Background: an optimization exercise with open tools, aiming at small area. Do not read the settings as production practice. Where RTL was checked, it was by simulation tests only, not by an equivalence proof against the original. For run 5, only the layout was checked, not whether the RTL still works. Power is estimated from default activity; no workload was simulated.

--- flow/design.v ---
module error_correction # (
    parameter puf_sig_length     = 256,
    parameter ipid_N             = 16
)
(
    input                                clk,
    input                                rst_n,
    input        [1:0]                   pcm_instruction,
    input        [puf_sig_length-1:0]    pcm_puf_in,
    input                                pcm_puf_in_valid,
    input        [$clog2(ipid_N)-1:0]    pcm_ipid_number,
    output logic [puf_sig_length-1:0]    pcm_puf_out,
    output logic                         pcm_puf_out_valid,
    output logic                         pcm_S_c  
);
localparam NW = puf_sig_length/16;
localparam NB = 6*NW;
localparam [1:0] IDLE = 2'd0, PROVISION_ID = 2'd1, CORRECT_SIG = 2'd2;
logic [1:0] state_r;
wire correcting = (state_r == CORRECT_SIG);
wire ncorrecting = ~(state_r == CORRECT_SIG);
wire wen = (state_r == PROVISION_ID) && pcm_puf_in_valid;
wire [ipid_N-1:0] rsel, we, nwe;
genvar k, j;
generate
    for (k = 0; k < ipid_N; k++) begin : sel
        assign rsel[k] = (pcm_ipid_number == k);
        assign we[k]   = wen & rsel[k];
        assign nwe[k]  = ~(wen & rsel[k]);
    end
endgenerate
wire [NB-1:0] wchk;
logic [NB-1:0] parity_bits [0:ipid_N-1];
wire  [NB-1:0] parity_next [0:ipid_N-1];
generate
    for (k = 0; k < ipid_N; k++) begin : st
        ec_hold #(.W(NB)) u_hold (.q(parity_bits[k]), .w(wchk), .we(we[k]), .nwe(nwe[k]), .d(parity_next[k]));
        always @(posedge clk) parity_bits[k] <= parity_next[k];
    end
endgenerate
wire [NB-1:0] rd_n;
ec_read #(.W(NB)) u_read (
    .v0(parity_bits[0]), .v1(parity_bits[1]), .v2(parity_bits[2]), .v3(parity_bits[3]),
    .v4(parity_bits[4]), .v5(parity_bits[5]), .v6(parity_bits[6]), .v7(parity_bits[7]),
    .v8(parity_bits[8]), .v9(parity_bits[9]), .v10(parity_bits[10]), .v11(parity_bits[11]),
    .v12(parity_bits[12]), .v13(parity_bits[13]), .v14(parity_bits[14]), .v15(parity_bits[15]),
    .sel(pcm_ipid_number), .y_n(rd_n));
wire [puf_sig_length-1:0] out_next;
generate
    for (j = 0; j < NW; j++) begin : w
        ec_word u_word (.s(pcm_puf_in[16*j +: 16]), .rd_n(rd_n[6*j +: 6]), .en(correcting), .nen(ncorrecting),
                        .q(pcm_puf_out[16*j +: 16]), .wchk(wchk[6*j +: 6]), .q_next(out_next[16*j +: 16]));
    end
endgenerate
always @(posedge clk, negedge rst_n) begin
    if (~rst_n) begin
        state_r <= IDLE;
        pcm_puf_out_valid <= 0;
        pcm_puf_out <= 0;
        pcm_S_c <= 0;
    end
    else begin
        pcm_puf_out <= out_next;
        case (state_r)
            IDLE : begin
                pcm_S_c <= 0;
                pcm_puf_out_valid <= 0;
                if (pcm_instruction == 2'd1) state_r <= PROVISION_ID;
                else if (pcm_instruction == 2'd2) state_r <= CORRECT_SIG;
            end
            PROVISION_ID : begin
                if (pcm_puf_in_valid) begin
                    pcm_S_c <= 1;
                    if (pcm_instruction == 2'd0) begin
                        state_r <= IDLE;
                        pcm_S_c <= 0;
                    end
                end
            end
            CORRECT_SIG : begin
                pcm_puf_out_valid <= 1;
                if (pcm_instruction == 2'd0) state_r <= IDLE;
            end
            default : ;
        endcase
    end
end
endmodule
module ec_hold #(parameter W = 96) (
    input  [W-1:0] q,
    input  [W-1:0] w,
    input          we,
    input          nwe,
    output [W-1:0] d
);
assign d = (q & {W{nwe}}) | (w & {W{we}});
endmodule
module ec_read #(parameter W = 96) (
    input  [W-1:0] v0, v1, v2, v3, v4, v5, v6, v7, v8, v9, v10, v11, v12, v13, v14, v15,
    input  [3:0]   sel,
    output [W-1:0] y_n
);
wire [15:0] dec;
genvar k;
generate
    for (k = 0; k < 16; k++) begin : d
        assign dec[k] = (sel == k);
    end
endgenerate
assign y_n = ~((v0 & {W{dec[0]}}) | (v1 & {W{dec[1]}}) | (v2 & {W{dec[2]}}) | (v3 & {W{dec[3]}}) |
               (v4 & {W{dec[4]}}) | (v5 & {W{dec[5]}}) | (v6 & {W{dec[6]}}) | (v7 & {W{dec[7]}}) |
               (v8 & {W{dec[8]}}) | (v9 & {W{dec[9]}}) | (v10 & {W{dec[10]}}) | (v11 & {W{dec[11]}}) |
               (v12 & {W{dec[12]}}) | (v13 & {W{dec[13]}}) | (v14 & {W{dec[14]}}) | (v15 & {W{dec[15]}}));
endmodule
module ec_word (
    input  [15:0] s,
    input  [5:0]  rd_n,
    input         en,
    input         nen,    
    input  [15:0] q,
    output [5:0]  wchk,
    output [15:0] q_next
);
wire t3 = s[0]^s[1]^s[2]^s[3]^s[9]^s[10]^s[11]^s[12]^s[13]^s[14]^s[15];
wire [5:0] par = {
    s[0]^s[1]^s[2]^s[3]^s[4]^s[5]^s[6]^s[7]^s[8]^s[9]^s[14]^s[15],
    s[3]^s[6]^s[8]^s[9]^s[12]^s[13]^s[15],
    t3,
    s[0]^s[4]^s[5]^s[6]^s[9]^s[10]^s[11]^s[12]^s[14]^s[15],
    s[1]^s[4]^s[7]^s[8]^s[10]^s[13]^s[14]^s[15],
    s[2]^s[5]^s[7]^s[9]^s[11]^s[14]};
assign wchk = par ^ {2'b00, s[4], 3'b000};
localparam [6*16-1:0] COL = {
    6'b111110, 6'b101111, 6'b011010, 6'b011100, 6'b001101, 6'b001110, 6'b111101, 6'b110010,
    6'b100011, 6'b110100, 6'b100101, 6'b100110, 6'b111000, 6'b101001, 6'b101010, 6'b101100};
wire [5:0] syn = ~(par ^ rd_n);
wire [3:0] pa_n, pb_n, pc_n;
genvar i;
generate
    for (i = 0; i < 4; i++) begin : p
        assign pa_n[i] = ~(syn[1:0] == i);
        assign pb_n[i] = ~(syn[3:2] == i);
        assign pc_n[i] = ~(syn[5:4] == i);
    end
    for (i = 0; i < 16; i++) begin : b
        ec_obit u_bit (.s(s[i]), .a_n(pa_n[COL[6*i +: 2]]), .b_n(pb_n[COL[6*i+2 +: 2]]), .c_n(pc_n[COL[6*i+4 +: 2]]),
                       .q(q[i]), .en(en), .nen(nen), .q_next(q_next[i]));
    end
endgenerate
endmodule
module ec_obit (
    input  s,
    input  a_n,
    input  b_n,
    input  c_n,
    input  q,
    input  en,
    input  nen,    
    output q_next
);
wire x = s ^ ~(a_n | b_n | c_n);
assign q_next = (q & nen) | (x & en);
endmodule
--- flow/flow/run.sh ---
#!/bin/bash
# The standard layout (standard.sh), with three changes:
#  - synthesis maps the logic with an area-oriented ABC script (flow/area.abc);
#    everything else in synthesis, and so every register, is as in synth_recipe.tcl
#  - the port buffers use the smallest buffer cell
#  - CTS uses small clock buffers and no dummy loads
# Each tool's output is in flow_make.log here and in orfs/logs/.
set -euo pipefail
here=$(pwd)
{
  echo '# synth_recipe.tcl with the ABC script replaced'
  echo 'proc abc {args} {'
  echo '  set i [lsearch -exact $args -script]'
  echo "  if { \$i >= 0 } { set args [lreplace \$args [expr {\$i + 1}] [expr {\$i + 1}] $here/flow/area.abc] }"
  echo '  yosys abc {*}$args'
  echo '}'
  cat synth_recipe.tcl
} > my_synth.tcl
sed -e "s#SYNTH_SCRIPT=[^ ]*#SYNTH_SCRIPT=$here/my_synth.tcl#" standard.sh > my_standard.sh
grep -q "SYNTH_SCRIPT=$here/my_synth.tcl" my_standard.sh
export BUFFER_PORTS_ARGS="-buffer_cell sky130_fd_sc_hd__buf_1"
export CTS_ARGS="-sink_clustering_enable -repair_clock_nets -buf_list sky130_fd_sc_hd__clkbuf_4 -sink_clustering_size 10 -sink_clustering_max_diameter 40 -dont_use_dummy_load"
bash my_standard.sh > flow_make.log 2>&1
--- flow/flow/area.abc ---
strash
&get -n
&fraig -x
&put
dc2
strash
&get -n
&dch -f
&nf -R 1000 -p
&put
--- flow/standard.sh ---
#!/bin/bash
# synth_recipe.tcl (not shown) runs the flow's synth.tcl, then flattens the netlist and writes it again
# the make line also repeats each setting of config.mk as NAME=value (left out here)
make -C /OpenROAD-flow-scripts/flow DESIGN_CONFIG=/design/flow/config.mk WORK_HOME=/design/flow/orfs CLKGATE_MAP_FILE= SYNTH_SCRIPT=/design/flow/synth_recipe.tcl "${@:-finish}"
--- flow/config.mk ---
export PLATFORM = sky130hd
export DESIGN_NAME = error_correction
export DESIGN_NICKNAME = error_correction
export VERILOG_FILES = /design/flow/design.v
export SDC_FILE = /design/flow/constraint.sdc
export NUM_CORES = 4
export LEC_CHECK = 0
export CAP_MARGIN = 20
export CORE_MARGIN = 2
export CORE_UTILIZATION = 55
export PLACE_DENSITY = 0.65
export SLEW_MARGIN = 20
export SYNTH_HIERARCHICAL = 1
export SYNTH_MINIMUM_KEEP_SIZE = 0
--- flow/constraint.sdc ---
create_clock -name core_clock -period 5.0 [get_ports {clk}]
set_input_delay 1.0000 -clock core_clock [delete_from_list [all_inputs] [get_ports {clk}]]
set_output_delay 1.0000 -clock core_clock [all_outputs]
set_load 0.01 [all_outputs]
==> metrics.cfg, run 1 <==
[synth]
synthArstFlopShare_pct = 14.5
mappedNetlistArea_mm2 = 0.0713
synth_most_common_cell = sky130_fd_sc_hd__a22o_1
synth_top_cell_area_share_pct = 43.1
synth.yosys.warnings = 9
synthDominantAreaCellType = sky130_fd_sc_hd__dfxtp_1
synth.lib_cells_used.distinct = 28
syn-mean-instance-area_um2 = 11.2
synth.yosys.seq_area_share_pct = 52.2
synth_ff_type = sky130_fd_sc_hd__dfxtp_1
synth.area.top_cells = sky130_fd_sc_hd__dfxtp_1 43%, sky130_fd_sc_hd__a22o_1 19%, sky130_fd_sc_hd__dfrtp_1 9.1%
synth_top_cells_by_count = 1568 x sky130_fd_sc_hd__a22o_1, 1536 x sky130_fd_sc_hd__dfxtp_1, 512 x sky130_fd_sc_hd__xnor2_1, 397 x sky130_fd_sc_hd__nand2_1, 365 x sky130_fd_sc_hd__a222oi_1
postSynthRegisterBits = 1796
synth_fp_nets = 6639
post_synth_inst_count = 6368
synth_enable_flop_cells = 0

[route]
route.final.wire_length_um = 262000
detail_route.wl_per_cell_um = 28.7
first_iter_violations = 9070
num_vias = 63593
detailedRoute.firstPassIterationCount = 7
routed_via_density = 6.95
detail_route.drc_violations = 0
antenna_violating_nets_post_route = 0

[floorplan]
placementRows = 132
die_h_um = 364
starting_density_of_the_core_pct = 55.2
floorplan.die.width_um = 364
core_mm2 = 0.129
dieArea_mm2 = 0.133
pin_count = 523

[hold_path]
min_delay_path_depth = 3
timing.hold.worst.class = primary input to register

[place]
final_replace_weighted_congestion = 0.881
placed_cell_area_mm2 = 0.0786
dpl.cell_count = 8874
dp.final_hpwl_um = 144000
io_buffer_count = 522

[timing]
tightestPinTransition_ns = 1.18
slew-limit-headroom_pct = 21.5
final.setup_skew_ns = 0.0837
final_min_period_over_clock_period_pct = 80.3
setup_viol_count_final = 0
grt_setup_unrepaired = no
report.final.slew_viol_count = 0
fin_tns_setup_ns = 0
fmax_mhz = 249
timing_hold_violations_final = 0
final.min_clock_period_ns = 4.01

[critical_path]
timing_worst_setup_path_type = register to register
worst_setup_path_start_kind = register
cp_data_arrival_time_ns = 5.20
worstPathRequired_ns = 6.18
worst_r2r_path_depth = 9
timing.critical_path.fanout_max = 54
sort_of_element_at_the_end_of_the_critical_path = register

[final_layout]
postLayoutCellArea_mm2 = 0.0806
number_of_non_filler_instances_in_the_completed_layout = 9147
drive_above_1_share_pct = 7.18
finalNetCount = 7670
syn_to_final_growth_pct = 13.0

[cts]
clkTransAtPathRegs_ns = 0.10
worstSkewPairLatency_ns = 1.34
cts_post_setup_buffers_inserted = 0
ctsLongestPathBuffers = 3
clk_root_buffer_cell = sky130_fd_sc_hd__clkbuf_4
tritoncts.num_buffers = 237
clock_sinks = 1796
cts_tree = built
cts_htree_levels = 4

[grt]
first_global_vias = 61175
grt_first_pass_wirelength_um = 389000
largest_net_degree_at_the_start_of_global_routing = 129
combined_global_route_utilization_of_all_metal_layers_pct = 38.2
overflow = 0
initial_antenna_violation_count = 6

[power]
pwr_dens_mw_per_mm2 = 558
report.power.total_mw = 45.0
max-vdd-ir-drop_mv = 0.309
static-leakage-power_nw = 31.6

[job]
maxCapViolCount = 0

[outcome]
run_status = timing/DRC/antenna clean

## path summary, 6_finish.rpt
| path | from | end | slack (ns) |
|---|---|---|---|
| max | state_r[1] | parity_bits[8][48] | 0.99 |
| max reg2reg | state_r[1] | parity_bits[8][48] | 0.99 |
| min reg2reg | pcm_puf_out[8] | pcm_puf_out[8] | 0.48 |
| max in group asynchronous | rst_n | pcm_puf_out[2] | 3.55 |
| min | pcm_puf_in[247] | pcm_puf_out[247] | 0.08 |
| min in group asynchronous | rst_n | pcm_puf_out[36] | 0.39 |
## per-stage QoR
step	util, %	setup slack [ns]	hold slack, ns
6_report	62.4	0.985	0.0761
5_1_grt	62.4	0.947	0.0621
4_1_cts	62.4	1.06	0.0000844
3_5_place_dp	60.8	0.338	0.466
3_3_place_gp	60.8	0.395	0.459
2_1_floorplan	-	-0.519	0.455
## Yosys stat by module (local to each module, per instance), a selection
module	cells inside	copies in the design	cell area, µm²
ec_obit	4	256	22.5
ec_word	62	16	478
error_correction	1866	1	37600
## worst max-delay path, cell delays in order, from the launching register on
cell	delay, ns
sky130_fd_sc_hd__dfrtp_1	0.43
sky130_fd_sc_hd__clkinv_1	0.10
sky130_fd_sc_hd__ha_1	0.40
sky130_fd_sc_hd__nand2_1	0.47
sky130_fd_sc_hd__nor3_1	0.58
sky130_fd_sc_hd__buf_4	0.28
sky130_fd_sc_hd__nand2_8	0.32
sky130_fd_sc_hd__inv_6	0.73
sky130_fd_sc_hd__buf_12	0.39
sky130_fd_sc_hd__a22o_1	0.18
## cells in the final DEF (no fill, tap or decap), types with 8 or more instances in the layout
| master | n |
|---|---|
| sky130_fd_sc_hd__a211oi_1 | 16 |
| sky130_fd_sc_hd__buf_4 | 178 |
| sky130_fd_sc_hd__buf_1 | 521 |
| sky130_fd_sc_hd__nand3_1 | 30 |
| sky130_fd_sc_hd__o21ai_0 | 259 |
| sky130_fd_sc_hd__a22o_1 | 1568 |
| sky130_fd_sc_hd__a221oi_1 | 32 |
| sky130_fd_sc_hd__a22oi_1 | 86 |
| sky130_fd_sc_hd__nor2_1 | 85 |
| sky130_fd_sc_hd__nand2_8 | 8 |
| sky130_fd_sc_hd__clkinv_1 | 22 |
| sky130_fd_sc_hd__dlygate4sd3_1 | 28 |
| sky130_fd_sc_hd__a21o_1 | 257 |
| sky130_fd_sc_hd__nand2_1 | 387 |
| sky130_fd_sc_hd__buf_12 | 64 |
| sky130_fd_sc_hd__a222oi_1 | 365 |
| sky130_fd_sc_hd__nand4_1 | 97 |
| sky130_fd_sc_hd__clkbuf_4 | 238 |
| sky130_fd_sc_hd__diode_2 | 8 |
| sky130_fd_sc_hd__xor2_1 | 272 |
| sky130_fd_sc_hd__dfxtp_1 | 1536 |
| sky130_fd_sc_hd__a21oi_1 | 256 |
| sky130_fd_sc_hd__dfrtp_1 | 260 |
| sky130_fd_sc_hd__nor2_4 | 9 |
| sky130_fd_sc_hd__nor3_1 | 258 |
| sky130_fd_sc_hd__inv_6 | 15 |
| sky130_fd_sc_hd__xnor2_1 | 511 |
## flip-flops by register name, summed over array words and instances (netlist names)
name and count:
state_r 2, parity_bits 1536, pcm_puf_out_valid 1, pcm_S_c 1, pcm_puf_out 256
## where the power goes
part,total (mW),switching (mW),internal [mW]
clock,6.94,4.79,2.15
combinational,16.0,8.90,7.12
sequential,22.1,2.79,19.3
## layer usage
metal  GRT usage [%]  share of wire, %  wire [µm]  up-vias
met4            13.9               3.2       8530        6
met3            9.20                11      30000      681
met5           0.218             0.018         46        -
li1                -                 -          -    27564
met1            51.9                41     107000    31346
met2            59.0                44     116000     3996
## area by class of cell
class	instances	area [µm²]
inverter	39	231
multi-input combinational	4533	34300
antenna	8	20.0
sequential	1796	37300
fill	10915	48500
timing repair buffer	792	4860
clock buffer	237	1780
tap	1742	2180
## timing repair
item                      4_1_cts  5_1_grt
hold buffers                   28        0
hold endpoints to repair       71        0
resized for setup               0        0
## cells by family after synthesis
logic type,count (synthesis),synth area share (%)
flops,1796,52.2
simple gates,902,5.67
fa+ha+maj,6,0.105
xor+xnor,784,9.62
compound gates,2841,32.2
buf+inv,39,0.205
==> run 2: changes to the inputs <==
--- a/flow/config.mk
+++ b/flow/config.mk
@@ -5,10 +5,11 @@
 export SDC_FILE = /design/flow/constraint.sdc
 export NUM_CORES = 4
 export LEC_CHECK = 0
-export CAP_MARGIN = 20
+export CAP_MARGIN = 5
 export CORE_MARGIN = 2
 export CORE_UTILIZATION = 55
+export GPL_TIMING_DRIVEN = 0
 export PLACE_DENSITY = 0.65
-export SLEW_MARGIN = 20
+export SLEW_MARGIN = 5
 export SYNTH_HIERARCHICAL = 1
 export SYNTH_MINIMUM_KEEP_SIZE = 0
==> run 2 against run 1 <==
  * Still clean
  * Global-route usage rose by 0.68 points
  * Die area did not move
  * Fmax decreased by 14%
  * First-iteration DRC count up 9.2%
  * Sequential power about the same
  * Register-to-register slack got worse by 0.32 ns
  * Synthesized area is the same
  * Combinational power hardly changed
  * Critical path depth grew 7
  * Flip-flop and latch count unchanged
  * Wire length rose by 1.9%
  * Critical path type is now primary input to register
  * Critical endpoint is now pcm_puf_out[85]
==> metrics.cfg, run 2 <==
[outcome]
run_status = timing/DRC/antenna clean

[floorplan]
placementRows = 132  ; unchanged
pin_count = 523  ; unchanged
dieArea_mm2 = 0.133  ; unchanged
core_mm2 = 0.129  ; unchanged
die_h_um = 364  ; unchanged
floorplan.die.width_um = 364  ; unchanged
starting_density_of_the_core_pct = 55.2  ; unchanged

[timing]
final.setup_skew_ns = 0.102  ; +0.0186 ns
slew-limit-headroom_pct = 9.65  ; -12 points
final_min_period_over_clock_period_pct = 93.0  ; +13 points
final.min_clock_period_ns = 4.65  ; +0.637 ns
timing_hold_violations_final = 0  ; unchanged
fmax_mhz = 215  ; -14%
setup_viol_count_final = 0  ; unchanged
grt_setup_unrepaired = no
report.final.slew_viol_count = 0  ; unchanged
tightestPinTransition_ns = 1.35  ; +0.168 ns

[critical_path]
r2r-start = state_r[1]
capturing_element_of_the_worst_setup_path = pcm_puf_out[85]
worst_setup_path_start_kind = primary input
worstPathRequired_ns = 6.28  ; +0.10 ns
cp_data_arrival_time_ns = 5.93  ; +0.73 ns
reg2reg_to = parity_bits[14][23]
sort_of_element_at_the_end_of_the_critical_path = register
r2r_setup_slack_ns = 0.67  ; -0.32 ns
worst_r2r_path_depth = 9  ; unchanged
timing.critical_path.fanout_max = 15  ; -72%
timing_worst_setup_path_type = primary input to register
worst_setup_startpoint = pcm_ipid_number[2]

[synth]
synth_ff_type = sky130_fd_sc_hd__dfxtp_1
synth.lib_cells_used.distinct = 28  ; unchanged
synth_top_cells_by_count = 1568 x sky130_fd_sc_hd__a22o_1, 1536 x sky130_fd_sc_hd__dfxtp_1, 512 x sky130_fd_sc_hd__xnor2_1, 397 x sky130_fd_sc_hd__nand2_1, 365 x sky130_fd_sc_hd__a222oi_1
synth.yosys.warnings = 9  ; unchanged
synth_enable_flop_cells = 0  ; unchanged
postSynthRegisterBits = 1796  ; unchanged
synth.yosys.seq_area_share_pct = 52.2  ; unchanged
post_synth_inst_count = 6368  ; unchanged
synthDominantAreaCellType = sky130_fd_sc_hd__dfxtp_1
synth_fp_nets = 6639  ; unchanged
synth.area.top_cells = sky130_fd_sc_hd__dfxtp_1 43%, sky130_fd_sc_hd__a22o_1 19%, sky130_fd_sc_hd__dfrtp_1 9.1%
mappedNetlistArea_mm2 = 0.0713  ; unchanged
synth_top_cell_area_share_pct = 43.1  ; unchanged
synth_most_common_cell = sky130_fd_sc_hd__a22o_1
syn-mean-instance-area_um2 = 11.2  ; unchanged
synthArstFlopShare_pct = 14.5  ; unchanged

[power]
pwr_dens_mw_per_mm2 = 545  ; -2.3%
max-vdd-ir-drop_mv = 0.425  ; +37%
switching_share_pct = 36.5  ; -0.072 points
switching_power_summed_over_all_nets_mw = 16.4  ; -0.52%
power.combinational.fraction_pct = 35.5  ; about the same
static-leakage-power_nw = 32.3  ; +2.1%
internal_power_mw = 28.5  ; -0.21%
clock_power_share_pct = 15.5  ; about the same
pwr-share-seq_pct = 49.0  ; about the same

[route]
antenna_violating_nets_post_route = 0  ; unchanged
detail_route.wl_per_cell_um = 29.4  ; +2.6%
routed_via_density = 7.02  ; +1.0%
highest-signal-layer = met5
met2_length_um = 118000  ; +1.7%
route.final.wire_length_um = 267000  ; +1.9%
detail_route.drc_violations = 0  ; unchanged
first_iter_violations = 9902  ; +9.2%
wl_met3_um = 32100  ; +7.0%
detailedRoute.firstPassIterationCount = 10  ; +3
num_vias = 63811  ; +0.34%
routedLengthMet1_um = 108000  ; +0.78%

[grt]
combined_global_route_utilization_of_all_metal_layers_pct = 38.8  ; +0.68 points
first_global_vias = 61091  ; -0.14%
initial_antenna_violation_count = 11  ; +5
overflow = 0  ; unchanged
grt_first_pass_wirelength_um = 394000  ; +1.3%
largest_net_degree_at_the_start_of_global_routing = 130  ; +0.78%

[final_layout]
layout.cells.most_common = sky130_fd_sc_hd__a22o_1
syn_to_final_growth_pct = 15.4
register_area_mm2 = 0.0373  ; unchanged
largest_register_ff_count = 1536  ; unchanged
number_of_non_filler_instances_in_the_completed_layout = 9086  ; -0.67%
top_regs = parity_bits x1536, pcm_puf_out x256, state_r x2
finalNetCount = 7607  ; -0.82%
multi_input_comb_area_mm2 = 0.0349  ; +1.7%
largest_register = parity_bits
most_frequent_cells_in_the_layout = 1568 x sky130_fd_sc_hd__a22o_1, 1536 x sky130_fd_sc_hd__dfxtp_1, 521 x sky130_fd_sc_hd__buf_1, 435 x sky130_fd_sc_hd__xnor2_1, 387 x sky130_fd_sc_hd__nand2_1
drive_above_1_share_pct = 7.29  ; +0.12 points
layout.filler_cells = 10635  ; -2.6%
postLayoutCellArea_mm2 = 0.0823  ; +2.0%

[place]
dpl.cell_count = 8799  ; -0.85%
io_buffer_count = 522  ; unchanged
placed_cell_area_mm2 = 0.0800  ; +1.8%
dp.final_hpwl_um = 154000  ; +6.9%
final_replace_weighted_congestion = 0.869  ; -1.3%

[cts]
cts_tree = built
cts_post_setup_buffers_inserted = 0  ; unchanged
worstSkewPairLatency_ns = 1.34  ; about the same
tritoncts.num_buffers = 239  ; +0.84%
clkTransAtPathRegs_ns = 0.10  ; about the same
ctsLongestPathBuffers = 3  ; unchanged
clock_sinks = 1796  ; unchanged
cts_htree_levels = 4  ; unchanged
clk_root_buffer_cell = sky130_fd_sc_hd__clkbuf_4

[job]
maxCapViolCount = 0  ; unchanged

[hold_path]
timing.hold.worst.class = primary input to register

[run 2: worst min path at each step]
stage | startpoint | endpoint | slack, ns | depth (start not counted)
floorplan | parity_bits[10][11] | parity_bits[10][11] | 0.45 | 1
detailed placement | pcm_puf_out[224] | pcm_puf_out[224] | 0.47 | 1
global route | pcm_puf_in[134] | pcm_puf_out[134] | 0.06 | 3
finish | pcm_puf_in[195] | pcm_puf_out[195] | 0.08 | 3
global placement | pcm_puf_out[179] | pcm_puf_out[179] | 0.46 | 1
CTS | pcm_puf_in[172] | pcm_puf_out[172] | 0.0008 | 3
[run 2: metrics by stage]
stage / util [%] / setup TNS (ns) / power (mW) / setup slack [ns] / hold WS [ns]
floorplan: - / -99.59 / 32.9 / -0.519 / 0.455
global placement: 58.6 / - / 36.8 / -10.68 / 0.459
detailed placement: 61.9 / -125.55 / 37.7 / -0.752 / 0.466
CTS: 63.6 / 0 / 44.5 / 0.629 / 0.000755
global route: 63.7 / 0 / 47.3 / 0.194 / 0.0586
finish: 63.7 / 0 / 44.9 / 0.348 / 0.0828
[run 2: power by group through the flow]
stage               sequential, mW  combinational [mW]  clock (mW)
floorplan                     22.0                10.9           0
global placement              22.0                14.8           0
detailed placement            22.1                15.6           0
CTS                           21.9                15.7        7.01
global route                  22.5                17.2        7.60
finish                        22.0                15.9        6.95
[run 2: metal layers]
metal  vias to the layer above  track usage, %
li1                      27453               -
met1                     31407            53.2
met2                      4225            59.9
met3                       714            9.15
met4                        12            13.8
met5                         -               0
[run 2: logic make-up (layout without fill, tap and decap cells)]
family / count (synthesis) / in the layout / synth area share (%)
buffers and inverters: 39 / 1005 / 0.205
xor gates and xnor gates: 784 / 784 / 9.62
DFF: 1796 / 1796 / 52.2
AOI/OAI and AO/OA: 2841 / 2841 / 32.2
other: 0 / 10 / 0
and+or+nand+nor: 902 / 902 / 5.67
adders and majority gates: 6 / 6 / 0.105
[run 2: what timing repair did]
action	CTS	global route
hold buffers	38	0
hold endpoints to repair	56	0
resized for setup	0	0
[run 2: Yosys stat by module, one instance, submodules excluded, a selection]
module	copies in the design	area (µm²)	flops+latches
ec_obit	256	22.5	0
ec_word	16	478	0
error_correction	1	37600	1796
[run 2: final cells by class]
class | count | area share, %
inverters | 39 | 0.290
clock buffers | 239 | 2.18
diodes | 10 | 0.0304
flip-flops and latches | 1796 | 45.3
repair buffers | 727 | 7.18
well taps | 1742 | 2.65
multi-input cells | 4533 | 42.4
[run 2: critical path, stage by stage]
cell                       delay, ns
sky130_fd_sc_hd__buf_1          0.87
sky130_fd_sc_hd__nand2b_1       0.49
sky130_fd_sc_hd__nor3_4         0.83
sky130_fd_sc_hd__buf_16         0.24
sky130_fd_sc_hd__buf_16         0.18
sky130_fd_sc_hd__buf_8          0.21
sky130_fd_sc_hd__buf_16         0.18
sky130_fd_sc_hd__a222oi_1       0.09
sky130_fd_sc_hd__nand4_1        0.12
sky130_fd_sc_hd__nor2_1         0.08
sky130_fd_sc_hd__xnor2_1        0.20
sky130_fd_sc_hd__nand2_1        0.23
sky130_fd_sc_hd__nor3_1         0.37
sky130_fd_sc_hd__o21ai_0        0.13
sky130_fd_sc_hd__a21oi_1        0.53
sky130_fd_sc_hd__a21o_1         0.14
==> run 3: changes to the inputs <==
--- a/flow/flow/run.sh
+++ b/flow/flow/run.sh
@@ -19,5 +19,5 @@
 sed -e "s#SYNTH_SCRIPT=[^ ]*#SYNTH_SCRIPT=$here/my_synth.tcl#" standard.sh > my_standard.sh
 grep -q "SYNTH_SCRIPT=$here/my_synth.tcl" my_standard.sh
 export BUFFER_PORTS_ARGS="-buffer_cell sky130_fd_sc_hd__buf_1"
-export CTS_ARGS="-sink_clustering_enable -repair_clock_nets -buf_list sky130_fd_sc_hd__clkbuf_4 -sink_clustering_size 10 -sink_clustering_max_diameter 40 -dont_use_dummy_load"
+export CTS_ARGS="-sink_clustering_enable -repair_clock_nets -buf_list sky130_fd_sc_hd__clkbuf_4 -sink_clustering_size 9 -sink_clustering_max_diameter 40 -dont_use_dummy_load"
 bash my_standard.sh > flow_make.log 2>&1
--- a/flow/config.mk
+++ b/flow/config.mk
@@ -5,11 +5,10 @@
 export SDC_FILE = /design/flow/constraint.sdc
 export NUM_CORES = 4
 export LEC_CHECK = 0
-export CAP_MARGIN = 5
+export CAP_MARGIN = 20
 export CORE_MARGIN = 2
 export CORE_UTILIZATION = 55
-export GPL_TIMING_DRIVEN = 0
 export PLACE_DENSITY = 0.65
-export SLEW_MARGIN = 5
+export SLEW_MARGIN = 20
 export SYNTH_HIERARCHICAL = 1
 export SYNTH_MINIMUM_KEEP_SIZE = 0
==> run 3 against run 2 <==
  * Critical path type is now register to register
  * Register-to-register slack gained 0.23 ns
  * Synthesized cell count unchanged
  * Wire length decreased by 1.6%
  * Sequential power about the same
  * Fmax up 14%
  * Via count is essentially flat
  * Final area fell by 1.6%
  * Highest routed layer unchanged
  * Clock power is 8.9% higher
  * Still clean
  * Global-route usage fell by 0.53 points
==> metrics.cfg, run 3 <==
[outcome]
run_status = timing/DRC/antenna clean

[route]
first_iter_violations = 9505  ; -4.0%
route.final.wire_length_um = 263000  ; -1.6%
routed_via_density = 6.94  ; -1.2%
detailedRoute.firstPassIterationCount = 9  ; -1
detail_route.drc_violations = 0  ; unchanged
num_vias = 63759  ; -0.081%
detail_route.wl_per_cell_um = 28.6  ; -2.7%
antenna_violating_nets_post_route = 0  ; unchanged

[synth]
synth_enable_flop_cells = 0  ; unchanged
synth.lib_cells_used.distinct = 28  ; unchanged
synth.area.top_cells = sky130_fd_sc_hd__dfxtp_1 43%, sky130_fd_sc_hd__a22o_1 19%, sky130_fd_sc_hd__dfrtp_1 9.1%
synthDominantAreaCellType = sky130_fd_sc_hd__dfxtp_1
synth.yosys.warnings = 9  ; unchanged
synth_ff_type = sky130_fd_sc_hd__dfxtp_1
synth_fp_nets = 6639  ; unchanged
synth_top_cell_area_share_pct = 43.1  ; unchanged
synth.yosys.seq_area_share_pct = 52.2  ; unchanged
synth_top_cells_by_count = 1568 x sky130_fd_sc_hd__a22o_1, 1536 x sky130_fd_sc_hd__dfxtp_1, 512 x sky130_fd_sc_hd__xnor2_1, 397 x sky130_fd_sc_hd__nand2_1, 365 x sky130_fd_sc_hd__a222oi_1
syn-mean-instance-area_um2 = 11.2  ; unchanged
postSynthRegisterBits = 1796  ; unchanged
post_synth_inst_count = 6368  ; unchanged
synthArstFlopShare_pct = 14.5  ; unchanged
synth_most_common_cell = sky130_fd_sc_hd__a22o_1
mappedNetlistArea_mm2 = 0.0713  ; unchanged

[timing]
fmax_mhz = 244  ; +14%
setup_viol_count_final = 0  ; unchanged
grt_setup_unrepaired = no
final_min_period_over_clock_period_pct = 81.9  ; -11 points
slew-limit-headroom_pct = 20.6  ; +11 points
tightestPinTransition_ns = 1.19  ; -0.155 ns
finalWorstSetupSlack_ns = 0.904  ; +0.556 ns
report.final.slew_viol_count = 0  ; unchanged
final.min_clock_period_ns = 4.10  ; -0.556 ns
timing_hold_violations_final = 0  ; unchanged
final.setup_skew_ns = 0.113  ; +0.0105 ns

[cts]
cts_post_setup_buffers_inserted = 0  ; unchanged
ctsLongestPathBuffers = 4  ; +1
clkTransAtPathRegs_ns = 0.10  ; about the same
post_cts_resized = 0  ; unchanged
cts_htree_levels = 5  ; +1
clk_root_buffer_cell = sky130_fd_sc_hd__clkbuf_4
cts_tree = built
cts_hold_buffers = 27  ; -29%
worstSkewPairLatency_ns = 1.31  ; -0.03 ns
clock_sinks = 1796  ; unchanged
tritoncts.num_buffers = 284  ; +19%

[final_layout]
final_util_pct = 62.7  ; -1.0 points
drive_above_1_share_pct = 7.77  ; +0.47 points
number_of_non_filler_instances_in_the_completed_layout = 9193  ; +1.2%
syn_to_final_growth_pct = 13.5
layout.filler_cells = 10902  ; +2.5%
top_regs = parity_bits x1536, pcm_puf_out x256, state_r x2
largest_register = parity_bits
finalNetCount = 7716  ; +1.4%
layout.cells.most_common = sky130_fd_sc_hd__a22o_1
largest_register_ff_count = 1536  ; unchanged
most_frequent_cells_in_the_layout = 1568 x sky130_fd_sc_hd__a22o_1, 1536 x sky130_fd_sc_hd__dfxtp_1, 521 x sky130_fd_sc_hd__buf_1, 511 x sky130_fd_sc_hd__xnor2_1, 387 x sky130_fd_sc_hd__nand2_1

[power]
power.combinational.fraction_pct = 35.1  ; -0.4 points
switching_share_pct = 36.4  ; -0.078 points
max-vdd-ir-drop_mv = 0.285  ; -33%
pwr_dens_mw_per_mm2 = 564  ; +3.4%
pwr-share-seq_pct = 48.3  ; -0.7 points
switching_power_summed_over_all_nets_mw = 16.6  ; +1.5%
internal_power_mw = 29.0  ; +1.9%
static-leakage-power_nw = 31.8  ; -1.4%
clock_power_share_pct = 16.6  ; +1.1 points

[grt]
overflow = 0  ; unchanged
grt_first_pass_wirelength_um = 391000  ; -0.90%
first_global_vias = 61520  ; +0.70%
initial_antenna_violation_count = 6  ; -5
largest_net_degree_at_the_start_of_global_routing = 129  ; -0.77%
combined_global_route_utilization_of_all_metal_layers_pct = 38.3  ; -0.53 points

[floorplan]
placementRows = 132  ; unchanged
dieArea_mm2 = 0.133  ; unchanged
floorplan.die.width_um = 364  ; unchanged
starting_density_of_the_core_pct = 55.2  ; unchanged
core_mm2 = 0.129  ; unchanged
pin_count = 523  ; unchanged
die_h_um = 364  ; unchanged

[place]
dp.final_hpwl_um = 144000  ; -6.4%
final_replace_weighted_congestion = 0.881  ; +1.4%
dpl.cell_count = 8874  ; +0.85%
place_worst_setup_slack_ns = 0.338  ; +1.09 ns
io_buffer_count = 522  ; unchanged

[critical_path]
worstPathCellList = clkinv_1 -> ha_1 -> nand2_1 -> nor3_1 -> buf_4 -> nand2_8 -> inv_6 -> buf_12 -> a22o_1
worstPathRequired_ns = 6.16  ; -0.12 ns
timing_worst_setup_path_type = register to register
delay_of_the_slowest_cell_on_the_worst_path_ns = 0.74  ; -0.13 ns
cp_data_arrival_time_ns = 5.26  ; -0.67 ns
sort_of_element_at_the_end_of_the_critical_path = register
worst_setup_path_start_kind = register
timing.critical_path.fanout_max = 54  ; +39
worst_path_max_delay_cell = sky130_fd_sc_hd__inv_6

[hold_path]
timing.hold.worst.class = primary input to register

[job]
maxCapViolCount = 0  ; unchanged

[run 3: cell counts after synthesis]
Identical to the previous run, type by type.
[run 3: path summary, 6_finish.rpt]
check | startpoint | end | slack (ns) | depth (start not counted)
worst min register to register | pcm_puf_out[8] | pcm_puf_out[8] | 0.48 | 1
worst max-delay path | state_r[1] | parity_bits[8][48] | 0.90 | 9
min in group asynchronous | rst_n | pcm_puf_out[223] | 0.43 | 2
worst max register to register | state_r[1] | parity_bits[8][48] | 0.90 | 9
worst min-delay path | pcm_puf_in[24] | pcm_puf_out[24] | 0.11 | 3
max in group asynchronous | rst_n | pcm_puf_out[2] | 3.49 | 3
[run 3: cells by family after synthesis]
| kind of cell | Yosys count | share of synthesized area, % |
|---|---|---|
| compound gates | 2841 | 32.2 |
| simple gates | 902 | 5.67 |
| flops | 1796 | 52.2 |
| xor+xnor | 784 | 9.62 |
| buf+inv | 39 | 0.205 |
| fa+ha+maj | 6 | 0.105 |
[run 3: per-stage QoR]
stage	hold WS [ns]	TNS [ns]	power (mW)	area, µm²
floorplan	0.455	-99.59	32.9	71500
global placement	0.459	0	37.5	78600
detailed placement	0.466	0	38.0	78600
CTS	0.000393	0	45.4	81000
global route	0.0513	0	48.2	81000
finish	0.112	0	45.7	81000
[run 3: layout make-up]
type                    instances  area (µm²)  area share, %
clock buffers                 284        2130           2.63
repair buffers                791        4850           5.99
inverters                      39         231          0.286
well taps                    1742        2180           2.69
multi-input cells            4533       34300           42.4
flip-flops and latches       1796       37300           46.0
diodes                          8        20.0         0.0247
[run 3: per-module statistics from Yosys, one instance, submodules excluded, excerpt]
module | area [µm²] | flops+latches | copies in the design
error_correction | 37600 | 1796 | 1
ec_word | 478 | 0 | 16
ec_obit | 22.5 | 0 | 256
[run 3: routing by layer]
layer / vias up / GRT usage (%) / wire (µm)
met5: - / 0 / 46
met4: 6 / 13.9 / 8910
met3: 738 / 10.0 / 31500
met2: 4079 / 58.8 / 116000
met1: 31247 / 52.0 / 107000
li1: 27689 / - / -
[run 3: power by group through the flow]
stage / Sequential [mW] / Clock (mW) / Combinational [mW]
2_1_floorplan: 22.0 / 0 / 10.9
3_3_place_gp: 22.1 / 0 / 15.5
3_5_place_dp: 22.2 / 0 / 15.8
4_1_cts: 21.9 / 7.68 / 15.8
5_1_grt: 22.6 / 8.29 / 17.4
6_report: 22.1 / 7.57 / 16.0
[run 3: worst max-delay path: cells and delay by family, from the launching register on]
| kind | cells | cell delay [ns] |
|---|---|---|
| buffers and inverters | 4 | 1.51 |
| AND/OR/NAND/NOR | 3 | 1.39 |
| flip-flops | 1 | 0.44 |
| adder cells (fa/ha/maj) | 1 | 0.43 |
| AO/OA/AOI/OAI | 1 | 0.18 |
==> run 4: changes to the inputs <==
--- a/flow/config.mk
+++ b/flow/config.mk
@@ -7,8 +7,8 @@
 export LEC_CHECK = 0
 export CAP_MARGIN = 20
 export CORE_MARGIN = 2
-export CORE_UTILIZATION = 55
-export PLACE_DENSITY = 0.65
+export CORE_UTILIZATION = 65
+export PLACE_DENSITY = 0.75
 export SLEW_MARGIN = 20
 export SYNTH_HIERARCHICAL = 1
 export SYNTH_MINIMUM_KEEP_SIZE = 0
==> run 4 against run 3 <==
  * Still clean
  * Non-clock buffer count fell by 40
  * Via count is 1.1% higher
  * Synthesized area unchanged
  * Fmax increased by 8.1%
  * Final cell count fell by 4.6%
  * Flip-flop and latch count unchanged
  * Worst hold slack better by 0.023 ns
  * Largest cell class unchanged
==> metrics.cfg, run 4 <==
[final_layout]
largest_register_ff_count = 1536  ; unchanged
most_frequent_cells_in_the_layout = 1568 x sky130_fd_sc_hd__a22o_1, 1536 x sky130_fd_sc_hd__dfxtp_1, 521 x sky130_fd_sc_hd__buf_1, 508 x sky130_fd_sc_hd__xnor2_1, 387 x sky130_fd_sc_hd__nand2_1
multi_input_comb_area_mm2 = 0.0343  ; about the same
number_of_non_filler_instances_in_the_completed_layout = 8774  ; -4.6%
layout.cells.most_common = sky130_fd_sc_hd__a22o_1
finalNetCount = 7631  ; -1.1%
drive_above_1_share_pct = 7.09  ; -0.67 points
final_util_pct = 73.4  ; +11 points
largest_register = parity_bits
syn_to_final_growth_pct = 11.9
register_area_mm2 = 0.0373  ; unchanged
top_regs = parity_bits x1536, pcm_puf_out x256, state_r x2
layout.filler_cells = 8159  ; -25%

[route]
detailedRoute.firstPassIterationCount = 11  ; +2
first_iter_violations = 10301  ; +8.4%
detail_route.drc_violations = 0  ; unchanged
detail_route.wl_per_cell_um = 28.5  ; -0.35%
routed_via_density = 7.34  ; +5.9%
antenna_violating_nets_post_route = 0  ; unchanged
num_vias = 64445  ; +1.1%
route.final.wire_length_um = 250000  ; -4.9%

[synth]
synthDominantAreaCellType = sky130_fd_sc_hd__dfxtp_1
post_synth_inst_count = 6368  ; unchanged
mappedNetlistArea_mm2 = 0.0713  ; unchanged
synth_fp_nets = 6639  ; unchanged
synth.yosys.warnings = 9  ; unchanged
synthArstFlopShare_pct = 14.5  ; unchanged
synth_most_common_cell = sky130_fd_sc_hd__a22o_1
synth.area.top_cells = sky130_fd_sc_hd__dfxtp_1 43%, sky130_fd_sc_hd__a22o_1 19%, sky130_fd_sc_hd__dfrtp_1 9.1%
synth_enable_flop_cells = 0  ; unchanged
synth.lib_cells_used.distinct = 28  ; unchanged
postSynthRegisterBits = 1796  ; unchanged
synth.yosys.seq_area_share_pct = 52.2  ; unchanged
synth_ff_type = sky130_fd_sc_hd__dfxtp_1
synth_top_cells_by_count = 1568 x sky130_fd_sc_hd__a22o_1, 1536 x sky130_fd_sc_hd__dfxtp_1, 512 x sky130_fd_sc_hd__xnor2_1, 397 x sky130_fd_sc_hd__nand2_1, 365 x sky130_fd_sc_hd__a222oi_1
synth_top_cell_area_share_pct = 43.1  ; unchanged
syn-mean-instance-area_um2 = 11.2  ; unchanged

[grt]
first_global_vias = 62009  ; +0.79%
overflow = 0  ; unchanged
initial_antenna_violation_count = 5  ; -1
grt_first_pass_wirelength_um = 375000  ; -4.0%
largest_net_degree_at_the_start_of_global_routing = 132  ; +2.3%
combined_global_route_utilization_of_all_metal_layers_pct = 42.6  ; +4.3 points

[cts]
worstSkewPairLatency_ns = 1.24  ; -0.07 ns
clkTransAtPathRegs_ns = 0.08  ; -0.02 ns
cts_htree_levels = 4  ; -1
clk_root_buffer_cell = sky130_fd_sc_hd__clkbuf_4
ctsLongestPathBuffers = 3  ; -1
clock_sinks = 1796  ; unchanged
tritoncts.num_buffers = 239  ; -16%
cts_post_setup_buffers_inserted = 0  ; unchanged
cts_tree = built

[power]
report.power.total_mw = 45.1  ; -1.3%
pwr_dens_mw_per_mm2 = 565  ; +0.15%
max-vdd-ir-drop_mv = 0.331  ; +16%
static-leakage-power_nw = 31.5  ; -1.2%

[floorplan]
die_h_um = 335  ; -7.9%
dieArea_mm2 = 0.112  ; -15%
placementRows = 121  ; -8.3%
pin_count = 523  ; unchanged
core_mm2 = 0.109  ; -16%
floorplan.die.width_um = 335  ; -7.9%
starting_density_of_the_core_pct = 65.5  ; +10 points

[timing]
grt_setup_unrepaired = no
tightestPinTransition_ns = 1.31  ; +0.124 ns
final_min_period_over_clock_period_pct = 75.8  ; -6.1 points
final.setup_skew_ns = 0.0858  ; -0.0269 ns
fmax_mhz = 264  ; +8.1%
timing_hold_violations_final = 0  ; unchanged
setup_viol_count_final = 0  ; unchanged
report.final.slew_viol_count = 0  ; unchanged
final.min_clock_period_ns = 3.79  ; -0.307 ns
finalWorstSetupSlack_ns = 1.21  ; +0.307 ns
slew-limit-headroom_pct = 12.4  ; -8.3 points

[critical_path]
worstPathCellList = buf_1 -> nand2b_1 -> nor2_4 -> a222oi_1 -> nand4_1 -> a211oi_1 -> buf_4 -> xnor2_1 -> nand2_1 -> nor3_1 -> o21ai_0 -> a21oi_1 -> a21o_1
cp_data_arrival_time_ns = 4.90  ; -0.36 ns
worst_setup_path_start_kind = primary input
worstPathRequired_ns = 6.11  ; -0.05 ns
timing_worst_setup_path_type = primary input to register
worst_r2r_path_depth = 8  ; -1
sort_of_element_at_the_end_of_the_critical_path = register
delay_of_the_slowest_cell_on_the_worst_path_ns = 1.02  ; +0.28 ns
worst_path_max_delay_cell = sky130_fd_sc_hd__nor2_4
timing.critical_path.fanout_max = 23  ; -57%

[place]
final_replace_weighted_congestion = 0.945  ; +7.2%
dpl.cell_count = 8532  ; -3.9%
place_worst_setup_slack_ns = 0.276  ; -0.0626 ns
dp.final_hpwl_um = 142000  ; -1.5%
io_buffer_count = 522  ; unchanged

[hold_path]
min_delay_path_depth = 3  ; unchanged
timing.hold.worst.class = primary input to register

[job]
maxCapViolCount = 0  ; unchanged

[outcome]
run_status = timing/DRC/antenna clean

[run 4: cell counts after synthesis]
Identical to the previous run, type by type.
[run 4: layer usage]
metal / vias up / share of wire [%] / GRT usage, %
li1: 27503 / - / -
met4: 8 / 4.4 / 18.4
met2: 4942 / 43 / 64.7
met5: - / 0.024 / 0.174
met1: 31028 / 39 / 57.9
met3: 964 / 14 / 10.2
[run 4: Yosys stat by module, one instance, submodules excluded, excerpt]
module            cell area [µm²]  cells  copies in the design  flip-flops and latches
ec_word                       478     62                    16                       0
ec_obit                      22.5      4                   256                       0
error_correction            37600   1866                     1                    1796
[run 4: path summary, 6_finish.rpt]
check	start	endpoint	slack [ns]
max	pcm_ipid_number[0]	pcm_puf_out[92]	1.21
max in group asynchronous	rst_n	pcm_puf_out[229]	3.42
min in group asynchronous	rst_n	pcm_puf_out[126]	0.46
min reg2reg	pcm_puf_out[21]	pcm_puf_out[21]	0.48
min	pcm_puf_in[122]	pcm_puf_out[122]	0.14
max reg2reg	state_r[1]	parity_bits[12][84]	1.51
[run 4: timing repair]
| action | 4_1_cts | 5_1_grt |
|---|---|---|
| hold buffers | 1 | 0 |
| resized for setup | 0 | 0 |
| endpoints found under the hold margin | 42 | 0 |
[run 4: area by class of cell]
class	instances	share of cell area (%)
sequential	1796	46.7
antenna	2	0.00627
multi-input combinational	4533	43.0
inverter	39	0.293
timing repair buffer	751	5.56
clock buffer	239	2.25
tap	1414	2.22
[run 4: logic make-up (layout without fill, tap and decap cells)]
family / after synthesis / in the layout / share of synthesized area, %
compound gates: 2841 / 2841 / 32.2
buf+inv: 39 / 1029 / 0.205
xor+xnor: 784 / 784 / 9.62
fa+ha+maj: 6 / 6 / 0.105
flops: 1796 / 1796 / 52.2
simple gates: 902 / 902 / 5.67
other cells: 0 / 2 / 0
[run 4: critical path, delay by kind of cell]
kind	cells	cell delay, ns
buffers and inverters	2	0.59
AO/OA/AOI/OAI	5	0.85
AND/OR/NAND/NOR	5	2.20
XOR/XNOR	1	0.23
[run 4: power breakdown]
part	leakage, nW	internal [mW]	switching (mW)	total [mW]
logic	14.6	7.09	9.01	16.1
clock network	1.10	2.17	4.73	6.90
registers	15.7	19.3	2.81	22.1
total	31.5	28.6	16.5	45.1
[run 4: stage by stage]
stage                     setup TNS, ns  hold slack [ns]  instance area (µm²)
final                                 0            0.136                79800
after CTS                             0           0.0401                79800
after floorplan                  -99.59            0.455                71500
after global placement                0            0.459                78000
after detailed placement              0            0.466                78000
after global routing                  0            0.146                79800
==> run 5: changes to the inputs <==
--- a/flow/design.v
+++ b/flow/design.v
@@ -20,21 +20,21 @@
 wire correcting = (state_r == CORRECT_SIG);
 wire ncorrecting = ~(state_r == CORRECT_SIG);
 wire wen = (state_r == PROVISION_ID) && pcm_puf_in_valid;
-wire [ipid_N-1:0] rsel, we, nwe;
+wire [ipid_N-1:0] dec, nwe;
 genvar k, j;
 generate
     for (k = 0; k < ipid_N; k++) begin : sel
-        assign rsel[k] = (pcm_ipid_number == k);
-        assign we[k]   = wen & rsel[k];
-        assign nwe[k]  = ~(wen & rsel[k]);
+        assign dec[k] = (pcm_ipid_number == k);
+        assign nwe[k] = ~(wen & dec[k]);
     end
 endgenerate
 wire [NB-1:0] wchk;
+wire [NB-1:0] wdata = wchk & {NB{wen}};
 logic [NB-1:0] parity_bits [0:ipid_N-1];
 wire  [NB-1:0] parity_next [0:ipid_N-1];
 generate
     for (k = 0; k < ipid_N; k++) begin : st
-        ec_hold #(.W(NB)) u_hold (.q(parity_bits[k]), .w(wchk), .we(we[k]), .nwe(nwe[k]), .d(parity_next[k]));
+        ec_hold #(.W(NB)) u_hold (.q(parity_bits[k]), .w(wdata), .load(dec[k]), .keep(nwe[k]), .d(parity_next[k]));
         always @(posedge clk) parity_bits[k] <= parity_next[k];
     end
 endgenerate
@@ -44,7 +44,7 @@
     .v4(parity_bits[4]), .v5(parity_bits[5]), .v6(parity_bits[6]), .v7(parity_bits[7]),
     .v8(parity_bits[8]), .v9(parity_bits[9]), .v10(parity_bits[10]), .v11(parity_bits[11]),
     .v12(parity_bits[12]), .v13(parity_bits[13]), .v14(parity_bits[14]), .v15(parity_bits[15]),
-    .sel(pcm_ipid_number), .y_n(rd_n));
+    .dec(dec), .y_n(rd_n));
 wire [puf_sig_length-1:0] out_next;
 generate
     for (j = 0; j < NW; j++) begin : w
@@ -89,24 +89,17 @@
 module ec_hold #(parameter W = 96) (
     input  [W-1:0] q,
     input  [W-1:0] w,
-    input          we,
-    input          nwe,
+    input          load,
+    input          keep,
     output [W-1:0] d
 );
-assign d = (q & {W{nwe}}) | (w & {W{we}});
+assign d = (q & {W{keep}}) | (w & {W{load}});
 endmodule
 module ec_read #(parameter W = 96) (
     input  [W-1:0] v0, v1, v2, v3, v4, v5, v6, v7, v8, v9, v10, v11, v12, v13, v14, v15,
-    input  [3:0]   sel,
+    input  [15:0]  dec,    
     output [W-1:0] y_n
 );
-wire [15:0] dec;
-genvar k;
-generate
-    for (k = 0; k < 16; k++) begin : d
-        assign dec[k] = (sel == k);
-    end
-endgenerate
 assign y_n = ~((v0 & {W{dec[0]}}) | (v1 & {W{dec[1]}}) | (v2 & {W{dec[2]}}) | (v3 & {W{dec[3]}}) |
                (v4 & {W{dec[4]}}) | (v5 & {W{dec[5]}}) | (v6 & {W{dec[6]}}) | (v7 & {W{dec[7]}}) |
                (v8 & {W{dec[8]}}) | (v9 & {W{dec[9]}}) | (v10 & {W{dec[10]}}) | (v11 & {W{dec[11]}}) |
--- a/flow/config.mk
+++ b/flow/config.mk
@@ -7,8 +7,8 @@
 export LEC_CHECK = 0
 export CAP_MARGIN = 20
 export CORE_MARGIN = 2
-export CORE_UTILIZATION = 65
-export PLACE_DENSITY = 0.75
+export CORE_UTILIZATION = 55
+export PLACE_DENSITY = 0.65
 export SLEW_MARGIN = 20
 export SYNTH_HIERARCHICAL = 1
 export SYNTH_MINIMUM_KEEP_SIZE = 0
==> run 5 against run 4 <==
  * Clock skew increased by 0.0074 ns
  * Clock-buffer cell count increased by 38
  * Worst hold slack got worse by 0.037 ns
  * Largest power group unchanged
  * Via count decreased by 4.0%
  * Non-clock buffer count decreased by 1
  * Still clean on timing, DRC and antenna
  * Critical path depth increased by 1
  * Sequential power about the same
  * Critical endpoint is now pcm_puf_out[224]
  * Synthesized cell count increased by 1.3%
==> metrics.cfg, run 5 <==
[timing]
final_min_period_over_clock_period_pct = 70.4  ; -5.4 points
tightestPinTransition_ns = 1.08  ; -0.234 ns
timing_hold_violations_final = 0  ; unchanged
final.setup_skew_ns = 0.0932  ; +0.00743 ns
final.min_clock_period_ns = 3.52  ; -0.270 ns
grt_setup_unrepaired = no
finalWorstSetupSlack_ns = 1.48  ; +0.270 ns
fmax_mhz = 284  ; +7.7%
fin_tns_setup_ns = 0  ; unchanged
slew-limit-headroom_pct = 28.0  ; +16 points
report.final.slew_viol_count = 0  ; unchanged
hold_slack_ns = 0.0992  ; -0.0366 ns
setup_viol_count_final = 0  ; unchanged

[floorplan]
floorplan.die.width_um = 365  ; +9.0%
dieArea_mm2 = 0.134  ; +19%
starting_density_of_the_core_pct = 55.4  ; -10 points
die_h_um = 365  ; +9.0%
placementRows = 132  ; +9.1%
pin_count = 523  ; unchanged
core_mm2 = 0.130  ; +19%

[route]
first_iter_violations = 7914  ; -23%
detail_route.wl_per_cell_um = 25.3  ; -11%
route.final.wire_length_um = 233000  ; -6.7%
antenna_violating_nets_post_route = 0  ; unchanged
routed_via_density = 6.70  ; -8.8%
detail_route.drc_violations = 0  ; unchanged
num_vias = 61835  ; -4.0%
detailedRoute.firstPassIterationCount = 8  ; -3

[synth]
synth.yosys.warnings = 9  ; unchanged
synth_ff_type = sky130_fd_sc_hd__dfxtp_1
synth.area.top_cells = sky130_fd_sc_hd__dfxtp_1 43%, sky130_fd_sc_hd__a22o_1 19%, sky130_fd_sc_hd__dfrtp_1 9.1%
synthArstFlopShare_pct = 14.5  ; unchanged
syn-mean-instance-area_um2 = 11.1  ; -0.52%
synth_xor_area_share_pct = 9.55  ; -0.071 points
postSynthRegisterBits = 1796  ; unchanged
synth_most_common_cell = sky130_fd_sc_hd__a22o_1
synth.area.mux_share_pct = 0  ; unchanged
post_synth_fa_ha_maj_area_fraction_pct = 0.104  ; -0.00077 points
synthesized_area_fraction_occupied_by_ao_oa_aoi_and_oai_cells_pct = 32.0  ; -0.14 points
post_synth_inst_count = 6449  ; +1.3%
synthDominantAreaCellType = sky130_fd_sc_hd__dfxtp_1
mappedNetlistArea_mm2 = 0.0719  ; +0.74%
synth.lib_cells_used.distinct = 26  ; -7.1%
synth_fp_nets = 6720  ; +1.2%
synth_enable_flop_cells = 0  ; unchanged
synth_top_family_by_area = compound AO/OA/AOI/OAI gates
synth_simple_gate_area_share_pct = 6.35  ; +0.68 points
synth_top_cells_by_count = 1577 x sky130_fd_sc_hd__a22o_1, 1536 x sky130_fd_sc_hd__dfxtp_1, 512 x sky130_fd_sc_hd__xnor2_1, 397 x sky130_fd_sc_hd__nand2_1, 337 x sky130_fd_sc_hd__a222oi_1
synth_top_cell_area_share_pct = 42.8  ; -0.32 points
synth.yosys.seq_area_share_pct = 51.8  ; -0.38 points

[cts]
cts_post_setup_buffers_inserted = 0  ; unchanged
worstSkewPairLatency_ns = 1.32  ; +0.08 ns
clkTransAtPathRegs_ns = 0.09  ; about the same
ctsLongestPathBuffers = 4  ; +1
clock_sinks = 1796  ; unchanged
cts_tree = built
tritoncts.num_buffers = 277  ; +16%
cts_htree_levels = 5  ; +1
clk_root_buffer_cell = sky130_fd_sc_hd__clkbuf_4

[power]
pwr-share-seq_pct = 49.9  ; +0.9 points
internal_power_mw = 28.7  ; +0.34%
switching_share_pct = 35.1  ; -1.5 points
static-leakage-power_nw = 32.4  ; +3.0%
clock_power_share_pct = 16.8  ; +1.5 points
power.combinational.fraction_pct = 33.3  ; -2.4 points
report.power.total_mw = 44.2  ; -2.1%
switching_power_summed_over_all_nets_mw = 15.5  ; -6.2%
max-vdd-ir-drop_mv = 0.698  ; +110%
pwr_dens_mw_per_mm2 = 539  ; -4.6%

[final_layout]
layout.cells.most_common = sky130_fd_sc_hd__a22o_1
number_of_non_filler_instances_in_the_completed_layout = 9228  ; +5.2%
layout.filler_cells = 10891  ; +33%
syn_to_final_growth_pct = 14.1
largest_register = parity_bits
most_frequent_cells_in_the_layout = 1577 x sky130_fd_sc_hd__a22o_1, 1536 x sky130_fd_sc_hd__dfxtp_1, 520 x sky130_fd_sc_hd__buf_1, 511 x sky130_fd_sc_hd__xnor2_1, 351 x sky130_fd_sc_hd__nand2_1
top_regs = parity_bits x1536, pcm_puf_out x256, state_r x2
largest_register_ff_count = 1536  ; unchanged
drive_above_1_share_pct = 9.39  ; +2.3 points
final_util_pct = 63.2  ; -10 points
finalNetCount = 7749  ; +1.5%
postLayoutCellArea_mm2 = 0.0820  ; +2.7%

[place]
io_buffer_count = 522  ; unchanged
dpl.cell_count = 8934  ; +4.7%
placed_cell_area_mm2 = 0.0798  ; +2.3%
place_worst_setup_slack_ns = 0.342  ; +0.0664 ns
final_replace_weighted_congestion = 0.893  ; -5.5%
dp.final_hpwl_um = 141000  ; -0.67%

[critical_path]
timing_worst_setup_path_type = primary input to register
sort_of_element_at_the_end_of_the_critical_path = register
timing.critical_path.fanout_max = 41  ; +78%
delay_of_the_slowest_cell_on_the_worst_path_ns = 0.50  ; -0.52 ns
cp_data_arrival_time_ns = 4.68  ; -0.22 ns
worstPathRequired_ns = 6.16  ; +0.05 ns
worst_path_max_delay_cell = sky130_fd_sc_hd__a211oi_1
critical_path.n_buffers_inverters = 3  ; +1
crit_family = compound AO/OA/AOI/OAI gates
worst_setup_path_start_kind = primary input
worstPathCellList = buf_1 -> nand2b_1 -> nor3_4 -> buf_12 -> a222oi_1 -> nand4_1 -> a211oi_1 -> buf_4 -> xor2_1 -> nand2_2 -> nor3_1 -> o21ai_0 -> a21oi_1 -> a21o_1

[grt]
overflow = 0  ; unchanged
initial_antenna_violation_count = 7  ; +2
grt_first_pass_wirelength_um = 355000  ; -5.2%
first_global_vias = 59165  ; -4.6%
combined_global_route_utilization_of_all_metal_layers_pct = 33.7  ; -8.9 points
largest_net_degree_at_the_start_of_global_routing = 125  ; -5.3%

[hold_path]
timing.hold.worst.class = primary input to register

[outcome]
run_status = timing/DRC/antenna clean

[job]
maxCapViolCount = 0  ; unchanged

## run 5: logic make-up after synthesis
family	after synthesis
compound gates	2857
flops	1796
simple gates	982
xor+xnor	784
buf+inv	24
fa+ha+maj	6
## run 5: area by class of cell
cell class	instances	area [µm²]	share of cell area, %
Antenna cell	10	25.0	0.0305
Clock buffer	277	2080	2.54
Inverter	24	97.6	0.119
Multi-Input combinational cell	4629	35600	43.4
Sequential cell	1796	37300	45.4
Tap cell	1742	2180	2.66
Timing Repair Buffer	750	4780	5.84
## run 5: final timing paths
kind | endpoint | slack, ns | cells after the start | startpoint
setup / recovery | pcm_puf_out[224] | 1.48 | 14 | pcm_ipid_number[3]
hold / removal | pcm_puf_out[122] | 0.1 | 3 | pcm_puf_in[122]
setup reg to reg | parity_bits[11][25] | 1.83 | 6 | state_r[1]
hold reg to reg | pcm_puf_out[157] | 0.47 | 1 | pcm_puf_out[157]
max in group asynchronous | pcm_puf_out[94] | 3.63 | 3 | rst_n
min in group asynchronous | pcm_puf_out[159] | 0.32 | 2 | rst_n
## run 5: worst register-to-register path, stage by stage (launching register included)
cell	delay [ns]
sky130_fd_sc_hd__dfrtp_1	0.44
sky130_fd_sc_hd__clkinv_1	0.12
sky130_fd_sc_hd__ha_4	0.13
sky130_fd_sc_hd__buf_4	0.56
sky130_fd_sc_hd__buf_4	0.77
sky130_fd_sc_hd__and3_1	0.84
sky130_fd_sc_hd__a22o_1	0.24
## run 5: timing repair
action,4_1_cts,5_1_grt
resized for setup,0,0
hold buffers,7,0
hold endpoints to repair,33,0
endpoints found under the setup margin,0,0
## run 5: power groups by stage
stage               clock (mW)  sequential, mW  combinational, mW
floorplan                    0            22.0               10.6
global placement             0            22.1               14.3
detailed placement           0            22.2               14.6
CTS                       7.58            21.9               14.6
global route              8.15            22.5               16.0
finish                    7.43            22.0               14.7
## run 5: per-layer routing
| metal | up-vias | part of all wire (%) | global-route usage, % |
|---|---|---|---|
| met3 | 443 | 7.5 | 4.41 |
| met2 | 2777 | 45 | 53.0 |
| met1 | 30675 | 44 | 47.9 |
| met5 | - | 0.0056 | 0 |
| li1 | 27938 | - | - |
| met4 | 2 | 2.8 | 10.7 |
## run 5: modules after synthesis (local to each module, per instance), a selection
module	cell area, µm²	times used	flip-flops and latches
ec_obit	22.5	256	0
ec_word	478	16	0
error_correction	38200	1	1796

-- separate check: timing with driven ports --
The flow's constraints put no driver on any port. The routed layouts listed below were extracted and timed again, unchanged, in two steps.
Step 1, drivers: a clkbuf_16 drives clk and a buf_2 each remaining input, both assumed.
Step 2 adds t to the input delays and takes it off the output delays; t is the mean of the earliest and latest rising clock arrival at the registers after step 1. Input paths then give back, and output paths get back, about the clock's delay inside the block.
Slacks: no drivers / after step 1 / after step 2; pairs: no drivers / after step 1.
run	shift t [ns]	slack for setup (ns)	worst hold slack (ns)	clock arrival spread, ns	slew at the worst register clock pin (ns)
run 1	1.365	0.985 / 0.985 / 0.126	0.076 / 0.020 / 0.476	0.096 / 0.095	0.12 / 0.12
run 2	1.372	0.348 / 0.378 / -0.994	0.083 / 0.026 / 0.473	0.123 / 0.123	0.12 / 0.12
run 3	1.339	0.904 / 0.904 / 0.157	0.112 / 0.051 / 0.475	0.129 / 0.130	0.11 / 0.11
run 4	1.261	1.211 / 1.234 / -0.027	0.136 / 0.082 / 0.476	0.118 / 0.118	0.11 / 0.11
run 5	1.346	1.481 / 1.477 / 0.131	0.099 / 0.036 / 0.474	0.107 / 0.106	0.11 / 0.11
Met with ideal ports but missed after step 2: setup timing in run 2 and run 4. The setup slack of run 5, which loses most, moves by -0.004 ns with the drivers and by -1.350 ns with both steps.
